Context: an optimization exercise on an open-source flow, tuned for small area. The choices shown serve that exercise and are no tape-out recipe.
Function was checked by simulation only, so behaviour that the tests miss may differ from the original.
No run shown here takes its clock network from TritonCTS; it comes from the design's own scripts or RTL.
No driver is modelled on the clock port, so clock power and skew are understated where the tree is cut down; a real chip needs a root buffer or a tree.
Power figures rest on the tool's default switching activity, not on a simulated workload.

**design/flow/config.mk**
```make
export PLATFORM = sky130hd
export DESIGN_NAME = hdmi_driver
export DESIGN_NICKNAME = hdmi_driver
export VERILOG_FILES = /design/flow/design.v
export SDC_FILE = /design/flow/constraint.sdc
export NUM_CORES = 4
export LEC_CHECK = 0
export ABC_AREA = 1
export CAP_MARGIN = 0
export CORE_MARGIN = 2
export CORE_UTILIZATION = 40
export SLEW_MARGIN = 0
```
**design/flow/constraint.sdc**
```tcl
create_clock -name core_clock -period 6.7 [get_ports {clk}]
set_input_delay 1.3400 -clock core_clock [delete_from_list [all_inputs] [get_ports {clk}]]
set_output_delay 1.3400 -clock core_clock [all_outputs]
set_load 0.01 [all_outputs]
```
**design/flow/design.v**
```verilog
module image_gererator(
	input en,
	input [5:0] x,
	input [5:0] y,
	input [11:0] step_count,
	input [23:0] time_count,
	output [7:0] red,
	output [7:0] green,
	output [7:0] blue
);
wire [3:0] sel = step_count[7:4];
wire [3:0] k = step_count[3:0];
wire x0 = ~|x;
wire x63 = &x;
wire y0 = ~|y;
wire y35 = y[5] & y[1] & y[0];                         
wire marker = (x == 6'd47) & (y == 6'd15);
wire ib1 = ~x[4];
wire y_lt9 = ~y[5] & ~y[4] & ~(y[3] & (y[2] | y[1] | y[0]));
wire y_lt18 = ~y[5] & ~(y[4] & (y[3] | y[2] | y[1]));
wire y_lt27 = ~y[5] & ~(y[4] & y[3] & (y[2] | (y[1] & y[0])));
wire ib0 = y_lt9 | (~y_lt18 & y_lt27);
wire white = ~(ib0 ^ ib1);
wire s4 = (sel == 4'd4);
wire [3:0] kk = k & {4{s4}};
wire [5:0] kx = {2'b00, kk};
reg [6:0] xk;
reg [5:0] yk;
reg c;
integer i;
always @(*) begin
	c = 1'b0;
	for (i = 0; i < 6; i = i + 1) begin
		xk[i] = x[i] ^ kx[i] ^ c;
		c = (x[i] & kx[i]) | (c & (x[i] ^ kx[i]));
	end
	xk[6] = c;
	c = 1'b0;
	for (i = 0; i < 6; i = i + 1) begin
		yk[i] = y[i] ^ kx[i] ^ c;
		c = (y[i] & kx[i]) | (c & (y[i] ^ kx[i]));
	end
end
wire q = y0 & (x[5:1] == 5'd0);         
wire e_p00 = en & q & ~x[0];
wire e_p10 = en & q & x[0];
wire e_n = en & ~q;
wire e_s0 = e_n & (sel == 4'd0);
wire e_s14 = e_n & ((sel == 4'd1) | s4);
wire e_s4 = e_n & s4;
wire e_s23 = e_n & (sel[3:1] == 3'd1);
wire e_sd = e_n & (sel[3] | (sel[2] & (sel[1] | sel[0])));
wire edge_x = x0 | x63;
wire d_r = edge_x ? ~(x63 & y0) : ~(y0 | y35);
wire d_g = edge_x ? ~(x63 & y0) : y0;
wire d_b = edge_x | y35;
wire w = e_s0 & white;
wire e_m = e_s23 & marker;
wire kr_o = w | (e_sd & d_r) | e_s23;    
wire kr_e = w | (e_sd & d_r) | e_m;      
wire kg_a = w | (e_sd & d_g) | e_s23;
wire kg_b = w | (e_sd & d_g) | e_m;
wire kb_a = w | (e_sd & d_b) | e_s23;
wire kb_m = w | (e_sd & d_b) | e_m;
wire kb_1 = w | (e_sd & d_b);
wire [7:0] p00_r = {sel, step_count[11:8]};
wire [7:0] kr = {kr_o, kr_e | (e_s4 & ~xk[6]), kr_o, kr_e, kr_o, kr_e, kr_o, kr_e};
wire [7:0] kg = {kg_a, kg_b | e_s4, kg_a, kg_a, kg_a, kg_b, kg_a,
	w | (e_sd & d_g) | (e_s23 & (~marker | sel[0]))};
wire [7:0] kb = {kb_a, kb_a, kb_m, kb_m, kb_a, kb_a, kb_1, kb_m};
assign red = ({8{e_p00}} & p00_r) | ({8{e_p10}} & time_count[23:16])
	| ({8{e_s14}} & {xk[6], 1'b0, xk[5:0]}) | kr;
assign green = ({8{e_p00}} & step_count[7:0]) | ({8{e_p10}} & time_count[15:8])
	| ({8{e_s14}} & {2'b00, yk}) | kg;
assign blue = ({8{e_p00 | e_s4}} & step_count[7:0]) | ({8{e_p10}} & time_count[7:0]) | kb;
endmodule
module hdmi_driver(
	input clk,
	input rst,
	input [23:0] time_count,
	output hs,
	output vs,
	output de,
	output[7:0] rgb_r,
	output[7:0] rgb_g,
	output[7:0] rgb_b
);
localparam [3:0] HL_INV = 4'b1111;
localparam [2:0] HH_INV = 3'b011;
localparam [5:0] VC_INV = 6'b110011;
reg [3:0] hl_q;
reg [2:0] hh_q;
reg [5:0] vc_q;
wire [3:0] hl = hl_q ^ HL_INV;
wire [2:0] hh = hh_q ^ HH_INV;
wire [5:0] vc = vc_q ^ VC_INV;
reg [11:0] step_count;    
reg [23:0] time_q;
wire hl_last = &hl;
wire h_blank = hh[2];
wire line_end = hl_last & hh[1] & hh[0];                          
wire v_blank = vc[5] & (vc[4] | vc[3] | vc[2]);                   
wire v_last  = vc[5] & vc[3] & vc[1];                             
wire f_wrap  = line_end & v_last;
wire video_active = ~h_blank & ~v_blank;
wire h_0_3 = h_blank & ~hl[3] & ~hl[2];                           
assign hs = h_blank & (hl[3] ? ~(hl[2] | hl[1]) : hl[2]);
assign vs = vc[5] & ~vc[4] & ((vc[2] & vc[1] & (vc[0] | ~h_0_3))         
                              | (vc[3] & ~vc[2] & ~vc[1] & ~vc[0] & h_0_3));  
assign de = video_active;
reg [5:0] vc_inc;
reg [11:0] st_inc;
reg [3:0] hl_inc;
reg c;
integer i;
always @(*) begin
	c = line_end;
	for (i = 0; i < 6; i = i + 1) begin
		vc_inc[i] = vc[i] ^ c;
		c = c & vc[i];
	end
	c = f_wrap;
	for (i = 0; i < 12; i = i + 1) begin
		st_inc[i] = step_count[i] ^ c;
		c = c & step_count[i];
	end
	c = 1'b1;
	for (i = 0; i < 4; i = i + 1) begin
		hl_inc[i] = hl[i] ^ c;
		c = c & hl[i];
	end
end
wire [5:0] vc_next = vc_inc & ~({6{f_wrap}} & 6'b101011) & {1'b1, ~vc[5], 4'b1111};
always @(posedge clk or posedge rst) begin
	if (rst) begin
		hl_q <= 4'd0;    
		hh_q <= 3'd0;    
		vc_q <= 6'd0;    
		step_count <= 12'd0;
	end else begin
		hl_q <= hl_inc ^ HL_INV;
		hh_q <= hh_q ^ {hl_last & (hh[2] | (hh[1] & hh[0])), hl_last & hh[0], hl_last & ~hh[2]};
		vc_q <= vc_next ^ VC_INV;
		step_count <= st_inc;
	end
end
always @(posedge clk)
	time_q <= time_count;
image_gererator image_gererator_m1(
	.en(video_active),
	.x({hh[1:0], hl}),
	.y(vc[5:0]),
	.step_count(step_count),
	.time_count(time_q),
	.red(rgb_r),
	.green(rgb_g),
	.blue(rgb_b)
);
endmodule
```
**design/flow/flow/run.sh**
```bash
#!/bin/bash
# Own layout flow: the standard ORFS flow (standard.sh) with three changes:
#  - synthesis maps with flow/abc.script (an area-oriented ABC script) instead
#    of ORFS's abc_area/abc_speed script, and leaves the adders to ABC
#    (ADDER_MAP_FILE empty: no half/full adder cells); everything else in
#    synth_recipe.tcl (synth -nofsm -noshare, flatten, renames) is unchanged;
#  - the port buffers are the smallest buffer, sky130_fd_sc_hd__buf_1;
#  - clock tree synthesis without dummy loads, using small clock buffers.
# Each tool's full output is in orfs/logs/ and flow.log in the work folder.
set -euo pipefail
W=$(pwd)
cat > "$W/own_synth.tcl" <<X
proc abc {args} {
  set i [lsearch -exact \$args -script]
  if {\$i >= 0} { lset args [expr {\$i + 1}] $W/flow/abc.script }
  yosys abc {*}\$args
}
source $W/synth_recipe.tcl
X
bash standard.sh SYNTH_SCRIPT="$W/own_synth.tcl" ADDER_MAP_FILE= \
  "BUFFER_PORTS_ARGS=-buffer_cell sky130_fd_sc_hd__buf_1" \
  "CTS_ARGS=-sink_clustering_enable -repair_clock_nets -dont_use_dummy_load -buf_list sky130_fd_sc_hd__clkbuf_4 -root_buf sky130_fd_sc_hd__clkbuf_4" \
  LEAF_SLEW_MAX=0.128 POST_CTS_TCL="$W/flow/cts_post.tcl" \
  finish > "$W/flow.log" 2>&1
```
**design/flow/flow/abc.script**
```
strash
&get -n
&deepsyn -T 60
&dch -f
&nf -R 1000 -p -a -F 10 -A 10
&put
topo
```
**design/flow/flow/cts_post.tcl**
```tcl
set block [ord::get_db_block]
set clk_net [[$block findBTerm clk] getNet]
# the flip-flop clock pins, wherever CTS connected them
set sinks {}
foreach inst [$block getInsts] {
  set it [$inst findITerm CLK]
  if {$it ne "NULL" && [[$inst getMaster] isSequential]} {
    set bb [$inst getBBox]
    lappend sinks [list $it [expr {([$bb xMin] + [$bb xMax]) / 2}] [expr {([$bb yMin] + [$bb yMax]) / 2}]]
  }
}
# remove CTS's buffers and nets
set old_nets {}
foreach inst [$block getInsts] {
  if {[string match "clkbuf_*_clk" [$inst getName]]} {
    set n [[$inst findITerm X] getNet]
    if {$n ne "NULL"} { lappend old_nets $n }
    odb::dbInst_destroy $inst
  }
}
foreach s $sinks { [lindex $s 0] disconnect }
foreach n $old_nets { odb::dbNet_destroy $n }
# four groups
set byx [lsort -integer -index 1 $sinks]
set h [expr {[llength $byx] / 2}]
set groups {}
foreach half [list [lrange $byx 0 [expr {$h - 1}]] [lrange $byx $h end]] {
  set byy [lsort -integer -index 2 $half]
  set q [expr {[llength $byy] / 2}]
  lappend groups [lrange $byy 0 [expr {$q - 1}]] [lrange $byy $q end]
}
set master4 [[ord::get_db] findMaster sky130_fd_sc_hd__clkbuf_4]
set leaves {}
set k 0
foreach g $groups {
  set sx 0; set sy 0
  foreach s $g { incr sx [lindex $s 1]; incr sy [lindex $s 2] }
  set cx [expr {$sx / [llength $g]}]
  set cy [expr {$sy / [llength $g]}]
  set buf [odb::dbInst_create $block $master4 clkbuf_leaf_${k}_clk]
  set net [odb::dbNet_create $block clknet_leaf_${k}_clk]
  $net setSigType CLOCK
  [$buf findITerm A] connect $clk_net
  [$buf findITerm X] connect $net
  foreach s $g { [lindex $s 0] connect $net }
  $buf setLocation $cx $cy
  $buf setPlacementStatus PLACED
  lappend leaves [list $buf $g]
  incr k
}
detailed_placement
estimate_parasitics -placement
foreach l $leaves {
  set worst 0
  foreach s [lindex $l 1] {
    set it [lindex $s 0]
    set sl [get_property [get_pins [[$it getInst] getName]/CLK] slew_max]
    if {$sl > $worst} { set worst $sl }
  }
  puts "LEAFSLEW [[lindex $l 0] getName] [llength [lindex $l 1]] $worst"
  if {$worst > $::env(LEAF_SLEW_MAX)} {
    replace_cell [[lindex $l 0] getName] sky130_fd_sc_hd__clkbuf_8
  }
}
detailed_placement
estimate_parasitics -placement
```
**design/flow/standard.sh**
```bash
#!/bin/bash
# synth_recipe.tcl (not shown) runs the flow's synth.tcl, then flattens the netlist and writes it again
# the make line also repeats each setting of config.mk as NAME=value (left out here)
make -C /OpenROAD-flow-scripts/flow DESIGN_CONFIG=/design/flow/config.mk WORK_HOME=/design/flow/orfs CLKGATE_MAP_FILE= SYNTH_SCRIPT=/design/flow/synth_recipe.tcl "${@:-finish}"
```
==> summary.txt, run 1 <==
Tcrit/Tclk final = 0.6890
largest net degree at the start of global routing = 26
Lkg Pwr = 1.069 nW
sequential-to-total area share from yosys stat = 0.4831
post-synth top area cell = dfrtp_1
Iter 0 DRT Violations = 203
First-pass DRT Iterations = 4
Synth top area share = 0.2732
WS Path Type = reg -> out
CTS sink count = 49
area delta synth->final = 15.36%
Final Non-Filler Cells = 390
fin util = 0.4797
Syn. warnings = 2
gpl congestion = 0.9039
CP required = 5360 ps
Synth Area in XOR/XNOR = 0.07650
Pwr Density = 158.8 mW/mm²
Slew Limit Fails = 0
Setup WS post-layout = 2083 ps
critical path data arrival time = 3280 ps
highest clock rate = 0.2166 GHz
FF+latch count, synth = 49
Worst Hold Depth = 1
IO Pins = 53
residual DRC count = 0
Worst slew margin = 0.2615
final WL = 6032 µm
row cnt = 27
final setup violation count = 0
# diodes = 0
DRT antenna net count = 0
Hold Path Class = reg -> reg
via count = 2096
vias in the first global route = 1964
Die Y = 79.66 µm
dpl cells = 386
Synth Net Count = 284
WL/cell = 15.47 µm
setup slack, reg-to-reg = 2940 ps
Via density = 5.374
Synth Cell Area = 0.002290 mm²
RSZ-0062 raised after global routing = no
outcome = timing/DRC/antenna clean
first-pass GRT wire length = 9894 µm
Adder-Cell Fraction of Synth Area = 0
maximum vdd drop = 142.1 µV
clk latency of the worst-skew pair = 180 ps
Hold Crit Start = step_count[11]
Min Hold Slack = 484.1 ps
peak fanout along the critical path = 11
portion of netlist area occupied by mux cells = 0
GRT overflow = 0
GRT Total Usage = 0.2032
Simple-Gate Fraction of Synth Area = 0.2656
Initial Util = 0.4158
die area = 0.006346 mm²
Worst Setup End Kind = output pin
DP HPWL = 4364 µm
Max Clock Skew = 32.56 ps
TNS Setup = 0 ps
Hold Vio Cnt, Final = 0
max-cap violation count = 0
port bufs = 52
Synth cell types = 35
Synth Area in Compound Gates = 0.1683
initial antenna violation count = 0
Tmin final = 4617 ps
Clk pin slew, worst setup/hold paths = 120 ps
average size of a mapped cell = 8.875 µm²
synthesized instance count = 258
reg2reg start = hl_q[1]
Setup WS pre-CTS = 2332 ps
Tightest Pin Transition = 1096 ps
Nets = 346
share of cells above drive strength 1 = 0.02516
CP startpoint = vc_q[2]
Hold Path End = step_count[11]
R2R Path End = step_count[11]
R2R cell count = 12
largest family of logic cells by synthesized area = simple AND/OR/NAND/NOR gates
ranking of synthesized cells by area = dfrtp_1 27%, dfxtp_1 21%, nand2_1 7.9%
core box area = 0.005507 mm²
Die X = 79.66 µm
element type at the critical path start = flop
==> worst max path at each step <==
stage | end | slack, ps | cells past startpoint
floorplan | rgb_r[5] | 2340 | 13
global placement | rgb_r[3] | 2290 | 12
detailed placement | rgb_r[3] | 2330 | 12
global route | rgb_r[2] | 1820 | 12
finish | rgb_r[3] | 2080 | 12
==> flip-flops by register name (all words and copies together), names as in the netlist <==
register,cells
hh_q,3
step_count,12
time_q,24
vc_q,6
hl_q,4
==> synthesized netlist by cell type <==
cell,instances
nand2_1,48
dfrtp_1,25
dfxtp_1,24
nor2_1,22
nand3_1,17
a21oi_1,14
o21ai_0,14
xor2_1,11
xnor2_1,9
nand4_1,7
nor2b_1,7
nor3_1,7
a22oi_1,6
a221o_1,5
clkinv_1,4
nand2b_1,4
o211ai_1,4
a222oi_1,3
nand3b_1,3
nor4b_1,3
a21boi_0,2
a31oi_1,2
nor3b_1,2
o31ai_1,2
or2_0,2
or3_1,2
a211o_1,1
a21o_1,1
and2_0,1
and4b_1,1
o2111ai_1,1
o21a_1,1
o22ai_1,1
o31a_1,1
or4_1,1
==> cells in the final DEF, fill, tap and decap left out, types with 3 or more instances in the layout <==
cell      synthesis  final
buf_1             0     52
nand2_1          48     48
dfrtp_1          25     25
dfxtp_1          24     24
nor2_1           22     22
nand3_1          17     17
o21ai_0          14     14
a21oi_1          14     14
xor2_1           11     11
xnor2_1           9      9
nand4_1           7      7
nor3_1            7      7
nor2b_1           7      7
a22oi_1           6      6
a221o_1           5      5
clkinv_1          4      4
nand2b_1          4      4
o211ai_1          4      4
buf_4             0      4
nor4b_1           3      3
nand3b_1          3      3
a222oi_1          3      3
clkbuf_4          0      3
==> through the flow <==
step           power [mW]  cell area [µm²]
6_report           0.4194             2641
5_1_grt            0.4363             2641
3_5_place_dp       0.3180             2605
3_3_place_gp       0.3178             2605
2_1_floorplan      0.3111             2290
==> routing by layer <==
layer	global-route usage	vias up	wire, µm
li1	-	1049	-
met1	0.2871	973	2872
met2	0.3151	69	2740
met3	0.03507	5	357
met4	0.06724	0	63
met5	0	-	0
==> final cells by class <==
class	instances	area (µm²)
repair buffers	56	225.2
inverters	4	15.01
fillers	563	2865
flip-flops and latches	49	1106
well taps	72	90.09
multi-input cells	205	1169
plain buffers	4	36.28
==> logic make-up (layout without fill, tap and decap cells) <==
group | after synthesis | in the layout
xor gates and xnor gates | 20 | 20
DFF | 49 | 49
and+or+nand+nor | 127 | 127
buffers and inverters | 4 | 64
AOI/OAI and AO/OA | 58 | 58
==> power breakdown <==
| group | switching (mW) | internal (mW) |
|---|---|---|
| registers | 0.00233 | 0.301 |
| logic | 0.00451 | 0.00342 |
| clock network | 0.0726 | 0.0353 |
==> worst max-delay path, stage by stage (launching register included) <==
cell and delay [ps]:
dfrtp_1 550, nor3b_1 310, nor2_1 70, nor2_1 210, nand2b_1 120, nor3_1 340
nand2_1 90, o21ai_0 610, buf_4 270, a21boi_0 170, o21ai_0 110, nand3_1 100
buf_1 150
==> run 2: changes to the inputs <==
--- a/design/flow/flow/run.sh
+++ b/design/flow/flow/run.sh
@@ -20,5 +20,5 @@
 bash standard.sh SYNTH_SCRIPT="$W/own_synth.tcl" ADDER_MAP_FILE= \
   "BUFFER_PORTS_ARGS=-buffer_cell sky130_fd_sc_hd__buf_1" \
   "CTS_ARGS=-sink_clustering_enable -repair_clock_nets -dont_use_dummy_load -buf_list sky130_fd_sc_hd__clkbuf_4 -root_buf sky130_fd_sc_hd__clkbuf_4" \
-  LEAF_SLEW_MAX=0.128 POST_CTS_TCL="$W/flow/cts_post.tcl" \
+  LEAF_SLEW_MAX=0.120 POST_CTS_TCL="$W/flow/cts_post.tcl" \
   finish > "$W/flow.log" 2>&1
==> summary.txt, run 2 <==
Clk pin slew, worst setup/hold paths = 110 ps (about the same)
commonest non-fill, non-tap cell in the layout = buf_1
WL/cell = 15.50 µm (+0.22%)
CP required = 5360 ps (about the same)
Simple-Gate Fraction of Synth Area = 0.2656 (unchanged)
switching pwr = 78.17 µW (-1.6%)
via count = 2107 (+0.52%)
Synth Net Count = 284 (unchanged)
port bufs = 52 (unchanged)
Die X = 79.66 µm (unchanged)
DRT antenna net count = 0 (unchanged)
initial antenna violation count = 0 (unchanged)
Hold Vio Cnt, Final = 0 (unchanged)
post-synthesis async set-or-reset flop share = 0.5102 (unchanged)
row cnt = 27 (unchanged)
DP HPWL = 4364 µm (unchanged)
vias in the first global route = 1972 (+0.41%)
Initial Util = 0.4158 (unchanged)
average size of a mapped cell = 8.875 µm² (unchanged)
Via density = 5.403 (+0.52%)
Main synth FF type = dfrtp_1
Hold Path End = step_count[11]
Hold Path Class = reg -> reg
Hold Crit Start = step_count[11]
Synth Area in Compound Gates = 0.1683 (unchanged)
Syn. warnings = 2 (unchanged)
Final Non-Filler Cells = 390 (unchanged)
ranking of synthesized cells by area = dfrtp_1 27%, dfxtp_1 21%, nand2_1 7.9%
Nets = 346 (unchanged)
register bank with the most flops = time_q
Synth Cell Area = 0.002290 mm² (unchanged)
GRT Total Usage = 0.2034 (+0.0002407)
element type at the critical path start = flop
IO Pins = 53 (unchanged)
FF+latch count, synth = 49 (unchanged)
Adder-Cell Fraction of Synth Area = 0 (unchanged)
largest net degree at the start of global routing = 26 (unchanged)
area delta synth->final = 15.90%
Iter 0 DRT Violations = 166 (-18%)
die area = 0.006346 mm² (unchanged)
outcome = timing/DRC/antenna clean
synthesized instance count = 258 (unchanged)
max-cap violation count = 0 (unchanged)
sequential-to-total area share from yosys stat = 0.4831 (unchanged)
portion of netlist area occupied by mux cells = 0 (unchanged)
Power Internal = 352.7 µW (+3.8%)
share of cells above drive strength 1 = 0.02516 (unchanged)
R2R cell count = 12 (unchanged)
# diodes = 0 (unchanged)
commonest non-fill, non-tap cells in the layout = 52 x buf_1, 48 x nand2_1, 25 x dfrtp_1, 24 x dfxtp_1, 22 x nor2_1
Max Clock Skew = 36.21 ps (+3.650 ps)
clk latency of the worst-skew pair = 170 ps (about the same)
gpl congestion = 0.9039 (unchanged)
Sw Share = 0.1814 (-0.008100)
dpl cells = 386 (unchanged)
CTS sink count = 49 (unchanged)
maximum vdd drop = 144.7 µV (+1.8%)
first-pass GRT wire length = 9908 µm (+0.14%)
Setup WS pre-CTS = 2332 ps (unchanged)
Top Registers = time_q (24), step_count (12), vc_q (6)
Worst slew margin = 0.2135 (-0.04807)
Tcrit/Tclk final = 0.6845 (-0.004542)
Die Y = 79.66 µm (unchanged)
GRT overflow = 0 (unchanged)
max reg flops = 24 (unchanged)
Setup WS post-layout = 2114 ps (+30.43 ps)
final WL = 6045 µm (+0.22%)
setup slack, reg-to-reg = 2930 ps (about the same)
largest family of logic cells by synthesized area = simple AND/OR/NAND/NOR gates
core box area = 0.005507 mm² (unchanged)
Seq pwr share = 0.704 (-0.020)
cell with the most instances after synthesis = nand2_1
Worst Setup End Kind = output pin
Synth cell types = 35 (unchanged)
Tightest Pin Transition = 1167 ps (+71.35 ps)
Synth top area share = 0.2732 (unchanged)
RSZ-0062 raised after global routing = no
Pwr Density = 162.4 mW/mm² (+2.3%)
critical path data arrival time = 3250 ps (-30 ps)
First-pass DRT Iterations = 4 (unchanged)
WS Path Type = reg -> out
commonest cells in the netlist = 48 x nand2_1, 25 x dfrtp_1, 24 x dfxtp_1
post-synth top area cell = dfrtp_1
Lkg Pwr = 1.074 nW (+0.48%)
peak fanout along the critical path = 10 (-1)
Tmin final = 4586 ps (-30.43 ps)
clock share of power = 0.278 (+0.021)
reg2reg start = hl_q[1]
Logic pwr share = 0.018 (about the same)
Worst Hold Depth = 1 (unchanged)
fin util = 0.4819 (+0.002272)
EDFF count, synth = 0 (unchanged)
highest clock rate = 0.2180 GHz (+0.66%)
Synth Area in XOR/XNOR = 0.07650 (unchanged)
final setup violation count = 0 (unchanged)
residual DRC count = 0 (unchanged)
R2R Path End = step_count[11]
Slew Limit Fails = 0 (unchanged)
TNS Setup = 0 ps (unchanged)
## run 2: cell counts after synthesis
No cell type changed its count.
## run 2: worst max-delay path: stages, from the launching register on
cell and delay (ps):
dfrtp_1 560, nor3b_1 290, nor2_1 70, nor2_1 210, nand2b_1 120, nor3_1 330
nand2_1 90, o21ai_0 600, buf_4 270, a21boi_0 170, o21ai_0 110, nand3_1 100
buf_1 150
## run 2: cell families after synthesis
group / count (synthesis)
buffers and inverters: 4
AOI/OAI and AO/OA: 58
and+or+nand+nor: 127
DFF: 49
xor gates and xnor gates: 20
## run 2: per-stage QoR
stage / cell area [µm²] / total power [mW] / hold WS, ps
after global routing: 2654 / 0.4491 / 503.9
after detailed placement: 2605 / 0.3180 / 464.1
final: 2654 / 0.4309 / 477.2
after floorplan: 2290 / 0.3111 / 445.7
after global placement: 2605 / 0.3178 / 465.2
## run 2: how the worst max path moves through the flow
stage | from | end | slack (ps) | depth (start not counted)
floorplan | step_count[4] | rgb_r[5] | 2340 | 13
global placement | vc_q[2] | rgb_r[3] | 2290 | 12
finish | vc_q[4] | rgb_r[3] | 2110 | 12
detailed placement | vc_q[2] | rgb_r[3] | 2330 | 12
global route | vc_q[4] | rgb_r[2] | 1830 | 12
## run 2: per-layer routing
layer	GRT usage	vias up	wire length, µm
li1	-	1046	-
met1	0.2878	990	2879
met2	0.3151	65	2735
met3	0.03507	6	333
met4	0.06724	0	97
met5	0	-	0
## run 2: final cells by class
class,instances,area (µm²)
Sequential cell,49,1106
Fill cell,560,2853
Tap cell,72,90.09
Timing Repair Buffer,56,225.2
Multi-Input combinational cell,205,1169
Inverter,4,15.01
Buffer,4,48.80
## run 2: power groups by stage
stage          registers (mW)  clock network (mW)  logic, mW
2_1_floorplan           0.309                   0    0.00241
3_3_place_gp            0.310                   0    0.00821
3_5_place_dp            0.310                   0    0.00834
5_1_grt                 0.304               0.135    0.00967
6_report                0.303               0.120    0.00793

[what the ideal ports hide]
Ports are ideal in the flow. The routed layouts listed here were re-timed in OpenROAD.
Step 1 sets driving cells, clkbuf_16 on the clock port and buf_2 on the other inputs (assumed; they add their load-dependent delay and slew).
Step 2 adds t to the input delays and takes it off the output delays; t is the mean of the earliest and latest rising clock arrival at the registers after step 1. Input paths then give back, and output paths get back, about the clock's delay inside the block.
Three values: ideal, step 1, step 2; two values: the first two.
run | t, ns | setup WS [ns] | hold slack, ns
run 1 | 0.215 | 2.083 / 2.030 / 2.245 | 0.484 / 0.484 / 0.484
run 2 | 0.211 | 2.114 / 2.056 / 2.267 | 0.477 / 0.477 / 0.477
After both steps every run listed still meets setup and hold.
